This design comes from an exercise in tuning for small area and a short achievable clock period on the open sky130 flow, not from production work. The RTL was checked by simulation tests, not by an equivalence proof against the original design. Power is estimated from default activity; no workload was simulated.

### flow/config.mk
export PLATFORM = sky130hd
export DESIGN_NAME = bist
export DESIGN_NICKNAME = bist
export VERILOG_FILES = /design/flow/design.v
export SDC_FILE = /design/flow/constraint.sdc
export NUM_CORES = 4
export LEC_CHECK = 0
export CAP_MARGIN = 20
export CORE_MARGIN = 2
export CORE_UTILIZATION = 45
export SLEW_MARGIN = 20
### flow/design.v
module controller (
    input  logic start,
    input  logic rst,
    input  logic clk,
    input  logic cout,
    output logic NbarT,
    output logic ld
);
    typedef enum logic {RESET, TEST} state_t;
    state_t state;
    always_ff @(posedge clk or posedge rst) begin
        if (rst) state <= RESET;
        else begin
            case (state)
                RESET: if (start) state <= TEST;
                TEST: if (cout) state <= RESET;
            endcase
        end
    end
    assign NbarT = (state == TEST);
    assign ld = (state == RESET);
endmodule
module counter #(parameter length = 10) (
    input  logic clk,
    input  logic ld,
    input  logic u_d,
    input  logic cen,
    input  logic [length-1:0] d_in,
    output logic [length-1:0] q,
    output logic cout
);
    always_ff @(posedge clk) begin
        cout <= 0;  
        if (cen) begin
            if (ld) begin
                q <= d_in;
            end else if (u_d) begin
                if (q == {length{1'b1}}) begin
                    cout <= 1;
                    q <= q;  
                end else begin
                    q <= q + 1;
                end
            end else begin
                if (q == {length{1'b0}}) begin
                    cout <= 1;
                    q <= q;  
                end else begin
                    q <= q - 1;
                end
            end
        end
    end
endmodule
module decoder (
    input  logic [2:0] q,
    output logic [7:0] data_t
);
    always_comb begin
        case (q)
            3'b000: data_t = 8'b10101010;
            3'b001: data_t = 8'b01010101;
            3'b010: data_t = 8'b11110000;
            3'b011: data_t = 8'b00001111;
            3'b100: data_t = 8'b00000000;
            3'b101: data_t = 8'b11111111;
            3'b110: data_t = 8'b00110011;
            default: data_t = 8'b11001100;
        endcase
    end
endmodule
module comparator (
    input  logic [7:0] data_t,
    input  logic [7:0] ramout,
    output logic gt,
    output logic eq,
    output logic lt
);
    always_comb begin
        gt = (data_t > ramout);
        eq = (data_t == ramout);
        lt = (data_t < ramout);
    end
endmodule
module multiplexer #(parameter WIDTH = 8) (
    input  logic [WIDTH-1:0] normal_in,
    input  logic [WIDTH-1:0] bist_in,
    input  logic NbarT,
    output logic [WIDTH-1:0] out
);
    assign out = (NbarT) ? bist_in : normal_in;
endmodule
module sram (
    input  logic clk,
    input  logic cs,
    input  logic rwbar,
    input  logic [5:0] ramaddr,
    input  logic [7:0] ramin,
    output logic [7:0] ramout
);
    logic [7:0] ram [0:63];
    logic [5:0] addr_reg;
    always_ff @(posedge clk) begin
        if (cs) begin
            addr_reg <= ramaddr;
            if (!rwbar) begin
                ram[ramaddr] <= ramin;  
            end
        end
    end
    always_comb begin
        if (cs && rwbar)
            ramout = ram[addr_reg];
        else
            ramout = 8'b0;
    end
endmodule
module bist #(parameter size = 6, length = 8) (
    input  logic clk,
    input  logic rst,
    input  logic start,
    input  logic csin,
    input  logic rwbarin,
    input  logic opr,
    input  logic [size-1:0] address,
    input  logic [length-1:0] datain,
    output logic [length-1:0] dataout,
    output logic fail
);
    logic NbarT, ld;
    logic [9:0] count;
    logic cout;
    logic [7:0] data_t;
    logic [7:0] ramout;
    logic gt, eq, lt;
    logic [size-1:0] addr_mux_out;
    logic [length-1:0] data_mux_out;
    logic rwbar_mux, cs_mux, test_rw;
    logic q6_input;
    controller u_ctrl (.start(start), .rst(rst), .clk(clk), .cout(cout), .NbarT(NbarT), .ld(ld));
    counter #(10) u_cnt (.clk(clk), .ld(ld), .u_d(1'b1), .cen(1'b1), .d_in(10'b0), .q(count), .cout(cout));
    decoder u_dec (.q(count[9:7]), .data_t(data_t));
    comparator u_cmp (.data_t(data_t), .ramout(ramout), .gt(gt), .eq(eq), .lt(lt));
    multiplexer #(6) u_mux_addr (.normal_in(address), .bist_in(count[5:0]), .NbarT(NbarT), .out(addr_mux_out));
    multiplexer #(8) u_mux_data (.normal_in(datain), .bist_in(data_t), .NbarT(NbarT), .out(data_mux_out));
    always_ff @(posedge clk or posedge rst) begin
        if (rst)
            q6_input <= 1'b0;
        else
            q6_input <= count[6];
    end
    assign rwbar_mux = (NbarT) ? count[6] : rwbarin;
    assign cs_mux    = (NbarT) ? 1'b1       : csin;
    assign test_rw   = (NbarT) ? q6_input : rwbarin;
    always_ff @(posedge clk or posedge rst) begin
        if (rst) 
            fail <= 0;
        else if (NbarT && opr && test_rw && ~eq)
            fail <= 1;
        else
            fail <= 0;
    end
    sram u_ram (
        .clk(clk),
        .cs(cs_mux),
        .rwbar(rwbar_mux),
        .ramaddr(addr_mux_out),
        .ramin(data_mux_out),
        .ramout(ramout)
    );
    assign dataout = ramout;
endmodule
### flow/run.sh
#!/bin/bash
# synth_recipe.tcl (not shown) runs the flow's synth.tcl, then flattens the netlist and writes it again
# the make line also repeats each setting of config.mk as NAME=value (left out here)
make -C /OpenROAD-flow-scripts/flow DESIGN_CONFIG=/design/flow/config.mk WORK_HOME=/design/flow/orfs CLKGATE_MAP_FILE= SYNTH_SCRIPT=/design/flow/synth_recipe.tcl finish
### flow/constraint.sdc
create_clock -name core_clock -period 5.0 [get_ports {clk}]
set_input_delay 1.0000 -clock core_clock [delete_from_list [all_inputs] [get_ports {clk}]]
set_output_delay 1.0000 -clock core_clock [all_outputs]
set_load 0.01 [all_outputs]
==> flow_metrics.tcl, run 1 <==
set metrics [dict create \
    status "finished clean" \
    first_iter_violations 1115 \
    worstPathMaxFanout 20 \
    leakagePower_nw 7.78 \
    grt_start_max_net_pins 65 \
    drive_gt1_frac 0.245 \
    crit_family "buffers and inverters" \
    gp_congestion 0.872 \
    final_core_util 0.523 \
    hold_path_class "reg -> reg" \
    worstPathCellList "buf_12, buf_12, mux4_2, mux2i_1, a2111oi_0, a41oi_2, inv_2, clkdlybuf4s50_1" \
    synth-seq-cells 538 \
    pwr-share-comb 0.245 \
    synth_flop_cell "edfxtp_1" \
    grt_pass1_vias 10800 \
    initial_core_util 0.458 \
    cts_tree "done" \
    clk_latency_ns 0.60 \
    cts_sinks 538 \
    worstHoldStart "u_cnt.cout" \
    vdd_drop_max_v 0.000315 \
    routedWlPerCell_um 27.7 \
    crit_top_cell "buf_12" \
    preCtsSetupSlack_ns 0.574 \
    syn2layout_area_growth_pct 14.2 \
    post_cts_hold_buffer_count 0 \
    die_area_um2 49400 \
    worst_pin_slew_ns 1.03 \
    period_needed_ns 4.63 \
    via_per_inst 5.90 \
    pwr-share-clk 0.315 \
    antenna_found_initial 0 \
    yosys.area.top_type_share 0.726 \
    synth_edf_count 518 \
    maxSlewViolCount 0 \
    setup_viol 0 \
    end_kind "primary output" \
    synth_compound_area_frac 0.0221 \
    holdPathStages 1 \
    n_antenna_cell 0 \
    met1_length_um 21900 \
    yosysUniqueCellTypes 60 \
    synth_fa_ha_area_frac 0.00117 \
    clockRootBuffer "clkbuf_16" \
    holdPathEnd "u_ctrl.state" \
    drc_errors 0 \
    p_int_mw 8.70 \
    wl_um 50300 \
    synth_xor_area_frac 0.00490 \
    cts_buffers 55 \
    detail-route-antenna-nets 0 \
    grt_overflow 0 \
    track_usage 0.208 \
    cts_max_level 2 \
    powerDensity_nw_per_um2 500 \
    hpwlAfterDp_um 32100 \
    synth_mux_area_frac 0.169 \
    rsz0062_at_grt "no" \
    yosysTopAreaCell "edfxtp_1" \
    core_area_um2 46800 \
    reg2reg_depth 6 \
    grt_pass1_wl_um 74300 \
    met3_length_um 2990 \
    cpMaxStageDelayCell "dfxtp_4" \
    fin_ws_ns 0.366 \
    timing.fmax_ghz 0.216 \
    synth_most_common_cell "edfxtp_1" \
    fin_skew_ns 0.0190 \
    die_width_um 222 \
    synthTopCellsByArea "edfxtp_1 73%, mux4_2 15%, nor2_1 2.0%" \
    synth-simple-area-share 0.0415 \
    post_cts_resized 0 \
    power_mw 12.2 \
    yosysWarnings 6 \
    r2r_start "u_ctrl.state" \
    port_buffers 28 \
    syn_area_um2 21400 \
    wl_met2_um 24000 \
    critical_path_buf_inv_count 4 \
    switchingPower_mw 3.54 \
    cts_buffer_depth 3 \
    syn_inst 1077 \
    dr.pass1.iters 5 \
    drv_cap 0 \
    rows 79 \
    ff2ff_setup_slack_ns 1.46 \
    maxSlewHeadroom 0.313 \
    fp.dieH_um 222 \
    finalHoldViolations 0 \
    pwr-share-seq 0.440 \
    clk_pin_slew_ns 0.06 \
    critical_path_arrival_ns 3.63 \
    ioPinCount 29 \
    timing.rr.end "u_ram.ram[45][7]" \
    top_layer "met4" \
    fin_nets 1189 \
    required_ns 4.00 \
    postCtsSetupBuffers 0 \
    largest_reg_flops 512 \
    syn_avg_cell_area_um2 19.9 \
    synth_top_family_by_area "multiplexers" \
    synthArstFlopShare 0.00558 \
    vias 10700 \
    synth_common_cells "518 x edfxtp_1, 142 x mux4_2, 112 x nor2_1" \
    tns_ns 0 \
    yosysSeqAreaShare 0.745 \
    p_sw_frac 0.289 \
    synthesis.nets 1099 \
    finalCritPeriodShare 0.927 \
    path_class "reg -> out" \
    start_kind "register" \
    slowest_delay_ns 0.51 \
]
==> metal layers <==
metal,up-vias,global-route usage
met5,-,0
met4,0,0.0621
met3,79,0.0389
met2,377,0.329
met1,5654,0.297
li1,4578,-
==> cell families after synthesis <==
family | count (synthesis)
XOR/XNOR | 12
buffers and inverters | 64
adder cells (fa/ha/maj) | 2
AO/OA/AOI/OAI | 69
flip-flops | 538
AND/OR/NAND/NOR | 209
multiplexers | 183
==> area by class of cell <==
class	instances	area (µm²)
Clock inverter	31	253
Clock buffer	65	1410
Tap cell	607	759
Timing Repair Buffer	80	818
Sequential cell	538	16000
Fill cell	3649	22300
Inverter	17	63.8
Multi-Input combinational cell	475	5180
==> per-stage QoR <==
stage / hold WS, ns / instance area, µm² / std cells
after global placement: 0.445 / 22700 / 1714
after detailed placement: 0.454 / 22800 / 1715
after CTS: 0.449 / 24400 / 1811
final: 0.442 / 24500 / 1813
after global routing: 0.476 / 24500 / 1813
after floorplan: 0.381 / 21400 / 1077
==> power by group through the flow <==
stage	Combinational [mW]	Sequential [mW]	Clock (mW)
floorplan	2.03	5.35	0
global placement	3.01	5.48	0
detailed placement	3.01	5.49	0
CTS	3.03	5.39	3.92
global route	3.17	5.41	4.11
finish	3.00	5.39	3.85
==> worst reg2reg max path, delay by kind of cell, from the launching register on <==
family	cells	cell delay [ns]
AND/OR/NAND/NOR	3	1.34
buffers and inverters	2	0.56
flip-flops	1	0.72
multiplexers	1	0.53
==> cells in the final DEF (no fill, tap or decap), types with 5 or more instances in the layout <==
| master | synthesis | layout |
|---|---|---|
| and3_1 | 5 | 5 |
| mux4_2 | 142 | 142 |
| clkbuf_16 | 0 | 55 |
| o22ai_1 | 6 | 6 |
| edfxtp_1 | 518 | 518 |
| xor2_1 | 6 | 6 |
| nand2_1 | 51 | 51 |
| inv_1 | 11 | 11 |
| mux2i_1 | 35 | 35 |
| buf_12 | 1 | 7 |
| mux2_2 | 6 | 6 |
| a21oi_1 | 17 | 14 |
| nor2_1 | 112 | 112 |
| dfxtp_1 | 17 | 14 |
| xnor2_1 | 6 | 6 |
| clkinv_1 | 3 | 14 |
| clkbuf_1 | 12 | 10 |
| o21ai_0 | 10 | 9 |
| nand3_1 | 15 | 15 |
| buf_4 | 13 | 42 |
| clkdlybuf4s50_1 | 0 | 28 |
| clkinv_2 | 0 | 12 |
==> how the worst max path moves through the flow <==
stage,depth (start not counted),slack [ns],to,from
finish,8,0.37,dataout[6],register
global route,7,0.22,dataout[1],register
CTS,8,0.33,dataout[6],register
detailed placement,6,0.57,dataout[3],csin
global placement,6,0.65,dataout[3],csin
floorplan,3,0.94,u_ram.ram[0][7],u_cnt.q[7]
==> inputs of run 2 (changes only) <==
==> flow/design.v (replaced) <==
module bist #(parameter size = 6, length = 8) (
    input  logic clk,
    input  logic rst,
    input  logic start,
    input  logic csin,
    input  logic rwbarin,
    input  logic opr,
    input  logic [size-1:0] address,
    input  logic [length-1:0] datain,
    output logic [length-1:0] dataout,
    output logic fail
);
    logic        test;       
    logic [9:0]  cnt;        
    logic        cout;       
    logic        h;          
    logic [7:0]  rdata_q;    
    logic [7:0]  mem [0:63];
    logic [7:0] pat;
    always_comb begin
        case (cnt[9:7])
            3'd0: pat = 8'hAA;
            3'd1: pat = 8'h55;
            3'd2: pat = 8'hF0;
            3'd3: pat = 8'h0F;
            3'd4: pat = 8'h00;
            3'd5: pat = 8'hFF;
            3'd6: pat = 8'h33;
            default: pat = 8'hCC;
        endcase
    end
    logic       cs, rw;
    logic [5:0] a;
    logic [7:0] d;
    assign cs = test | csin;
    assign rw = test ? cnt[6] : rwbarin;
    assign a  = test ? cnt[5:0] : address;
    assign d  = test ? pat : datain;
    logic [7:0]  dhi, dlo;
    logic [63:0] sel, wen;
    logic        wr;
    assign wr = cs & ~rw;
    always_comb begin
        for (int i = 0; i < 8; i++) begin
            dhi[i] = (a[5:3] == i[2:0]);
            dlo[i] = (a[2:0] == i[2:0]);
        end
        for (int i = 0; i < 64; i++) begin
            sel[i] = dhi[i/8] & dlo[i%8];
            wen[i] = dhi[i/8] & wr & dlo[i%8];
        end
    end
    logic [7:0] rsel;
    always_comb begin
        rsel = 8'b0;
        for (int i = 0; i < 64; i++)
            rsel = rsel | (mem[i] & {8{sel[i]}});
    end
    always_ff @(posedge clk) begin
        for (int i = 0; i < 64; i++)
            if (wen[i]) mem[i] <= d;
    end
    always_ff @(posedge clk) begin
        if (cs) rdata_q <= rw ? rsel : d;
    end
    assign dataout = (cs & rw) ? rdata_q : 8'b0;
    always_ff @(posedge clk or posedge rst) begin
        if (rst) test <= 1'b0;
        else if (!test) test <= start;
        else if (cout) test <= 1'b0;
    end
    always_ff @(posedge clk) begin
        if (!test) begin
            cnt  <= 10'd0;
            cout <= 1'b0;
        end else begin
            cout <= &cnt;
            if (!(&cnt)) cnt <= cnt + 10'd1;
        end
    end
    always_ff @(posedge clk or posedge rst) begin
        if (rst) begin
            h    <= 1'b0;
            fail <= 1'b0;
        end else begin
            h    <= cnt[6];
            fail <= test & opr & h & (pat != dataout);
        end
    end
endmodule
==> run 2 against run 1 <==
Total power fell by 6.8%. Synthesized cell count is 24% higher. Clock skew grew 0.0064 ns. Sequential power down 2%. Clock-buffer cell count decreased by 4. Clock power up 4%. Critical path type is now in -> reg. Critical endpoint is now rdata_q[4]. Largest cell class unchanged.
==> flow_metrics.tcl, run 2 <==
set metrics [dict create \
    status "finished clean" \
    yosysTopAreaCell "edfxtp_1" \
    powerDensity_nw_per_um2 461 \
    detail-route-antenna-nets 0 \
    routedWlPerCell_um 40.4 \
    pwr-share-seq 0.462 \
    layout_common_cells "520 x edfxtp_1, 136 x buf_4, 89 x a22oi_1" \
    worstPathCellList "clkdlybuf4s50_1, or3_1, nand2_1, buf_4, and3_1, a32oi_1, nand4_1, nor4_2, a31oi_1" \
    yosys.area.top_type_share 0.738 \
    pwr-share-clk 0.350 \
    rsz0062_at_grt "no" \
    hpwlAfterDp_um 59100 \
    die_area_um2 48800 \
    finalCritPeriodShare 0.842 \
    layout_commonest_cell "edfxtp_1" \
    placed_cell_area_um2 23000 \
    post_cts_hold_buffer_count 0 \
    wl_um 85600 \
    largest_reg_flops 512 \
    n_antenna_cell 0 \
    start_kind "primary input" \
    synthesis.nets 1357 \
    leakagePower_nw 7.97 \
    grt_start_max_net_pins 66 \
    yosysWarnings 2 \
    track_usage 0.347 \
    timing.fmax_ghz 0.238 \
    synth_edf_count 520 \
    port_buffers 28 \
    maxSlewHeadroom 0.176 \
    drc_errors 0 \
    fin_nets 1492 \
    clk_latency_ns 0.62 \
    cts_max_level 2 \
    p_sw_frac 0.303 \
    via_per_inst 7.01 \
    grt_overflow 0 \
    vias 14900 \
    period_needed_ns 4.21 \
    synthTopCellsByArea "edfxtp_1 74%, a22oi_1 3.2%, a221oi_1 1.4%" \
    cts_sinks 534 \
    switchingPower_mw 3.45 \
    gp_congestion 1.03 \
    initial_core_util 0.455 \
    p_int_mw 7.95 \
    rows 79 \
    cts_buffers 54 \
    hold_path_class "reg -> reg" \
    dr.pass1.iters 9 \
    grt_pass1_vias 14100 \
    maxSlewViolCount 0 \
    synth_most_common_cell "edfxtp_1" \
    vdd_drop_max_v 0.000295 \
    grt_pass1_wl_um 117000 \
    synthArstFlopShare 0.00562 \
    antenna_found_initial 3 \
    syn_avg_cell_area_um2 15.8 \
    path_class "in -> reg" \
    drv_cap 0 \
    synth_flop_cell "edfxtp_1" \
    fin_skew_ns 0.0254 \
    ioPinCount 29 \
    fp.dieH_um 221 \
    cpMaxStageDelayCell "nor4_2" \
    stdcell_area_um2 24700 \
    tns_ns 0 \
    drive_gt1_frac 0.171 \
    required_ns 5.33 \
    cts_tree "done" \
    worst_pin_slew_ns 1.23 \
    finalHoldViolations 0 \
    cts_buffer_depth 3 \
    postCtsSetupBuffers 0 \
    worstPathMaxFanout 21 \
    pwr-share-comb 0.188 \
    syn2layout_area_growth_pct 16.8 \
    clk_pin_slew_ns 0.07 \
    first_iter_violations 3081 \
    critical_path_arrival_ns 4.54 \
    regMostFlops "mem" \
    yosysSeqAreaShare 0.752 \
    synth-seq-cells 534 \
    syn_inst 1335 \
    slowest_delay_ns 0.77 \
    post_cts_resized 0 \
    synth_common_cells "520 x edfxtp_1, 89 x a22oi_1, 72 x nand2_1" \
    clockRootBuffer "clkbuf_16" \
    syn_area_um2 21200 \
    num-fill-cells 3808 \
    yosysUniqueCellTypes 67 \
    die_width_um 221 \
    setup_viol 0 \
    end_kind "register" \
    core_area_um2 46500 \
]
-- run 2: cell types whose count changed after synthesis, sizes merged, moves of 33 or more --
cell and delta:
a221oi +37, a32oi +34, a22oi +88, clkbuf +42
nor2 -42, mux2i -33, mux4 -142, nand4 +46
-- run 2: metal layers --
metal / global-route usage / routed length [µm]
met1: 0.470 / 31000
met2: 0.504 / 36600
met3: 0.0916 / 11900
met4: 0.210 / 6190
met5: 0 / 24
-- run 2: per-stage QoR --
| stage | util | cells | hold WS, ns | power [mW] | setup slack, ns |
|---|---|---|---|---|---|
| 2_1_floorplan | - | 1335 | 0.367 | 6.30 | 0.841 |
| 3_3_place_gp | 0.495 | 2021 | 0.390 | 7.38 | 0.0803 |
| 3_5_place_dp | 0.495 | 2021 | 0.410 | 7.38 | 0.395 |
| 4_1_cts | 0.532 | 2122 | 0.407 | 11.3 | 1.03 |
| 5_1_grt | 0.532 | 2122 | 0.441 | 11.6 | 0.862 |
| 6_report | 0.532 | 2122 | 0.403 | 11.4 | 0.791 |
-- run 2: critical path: cells and delay by family --
kind / cells / cell delay, ns
buffers and inverters: 2 / 0.91
and+or+nand+nor: 5 / 2.02
AOI/OAI and AO/OA: 2 / 0.58
-- run 2: cells by family after synthesis --
family,Yosys count,synth area share
DFF,534,0.752
muxes,5,0.00254
xor gates and xnor gates,16,0.00662
buffers and inverters,104,0.0219
AOI/OAI and AO/OA,319,0.125
and+or+nand+nor,355,0.0905
adders and majority gates,2,0.00118
-- run 2: final timing paths --
path | endpoint | slack [ns] | from | depth (start not counted)
worst max-delay path | rdata_q[4] | 0.79 | address[2] | 9
worst min-delay path | test | 0.40 | cout | 1
worst max register to register | mem[27][5] | 0.90 | test | 6
worst min register to register | test | 0.40 | cout | 1
max in group asynchronous | test | 4.30 | rst | 2
min in group asynchronous | test | 0.56 | rst | 2
-- run 2: power groups by stage --
stage                     sequential, mW  clock [mW]  combinational [mW]
final                               5.27        3.99                2.14
after global routing                5.28        4.17                2.15
after CTS                           5.26        4.02                2.03
after floorplan                     5.28           0                1.02
after detailed placement            5.35           0                2.02
after global placement              5.36           0                2.02
-- run 2: final cells by class --
| cell class | instances | area [µm²] | area share |
|---|---|---|---|
| inverter | 14 | 52.6 | 0.00213 |
| clock inverter | 40 | 352 | 0.0142 |
| clock buffer | 61 | 1380 | 0.0557 |
| timing repair buffer | 169 | 1400 | 0.0567 |
| tap | 607 | 759 | 0.0307 |
| multi-input combinational | 697 | 4860 | 0.197 |
| sequential | 534 | 15900 | 0.644 |

-- afterwards: timing with drivers on the ports --
The flow's constraints put no driver on any port. The routed layouts listed below were extracted and timed again, unchanged, in two steps.
Step 1, drivers: a clkbuf_16 drives clk and a buf_2 each remaining input, both assumed.
Step 2, shift: input delay + t, output delay - t, t = (earliest + latest rising clock arrival at the registers) / 2. This alone moves slack from input paths to output paths.
Slacks: ideal ports / drivers / drivers and shift; pairs: ideal ports / drivers.
run	shift t [ns]	slack for setup (ns)	worst hold slack (ns)	worst setup path after step 2	worst slew at a driven data input, ns
run 1	0.647	0.366 / 0.309 / 0.504	0.442 / 0.442 / 0.442	input to output	0.05
run 2	0.667	0.791 / 0.819 / 0.152	0.403 / 0.403 / 0.403	input to register	0.05
After both steps setup and hold are still met in every run listed. The setup slack of run 2, which loses most, moves by +0.028 ns with the drivers and by -0.639 ns with both steps.
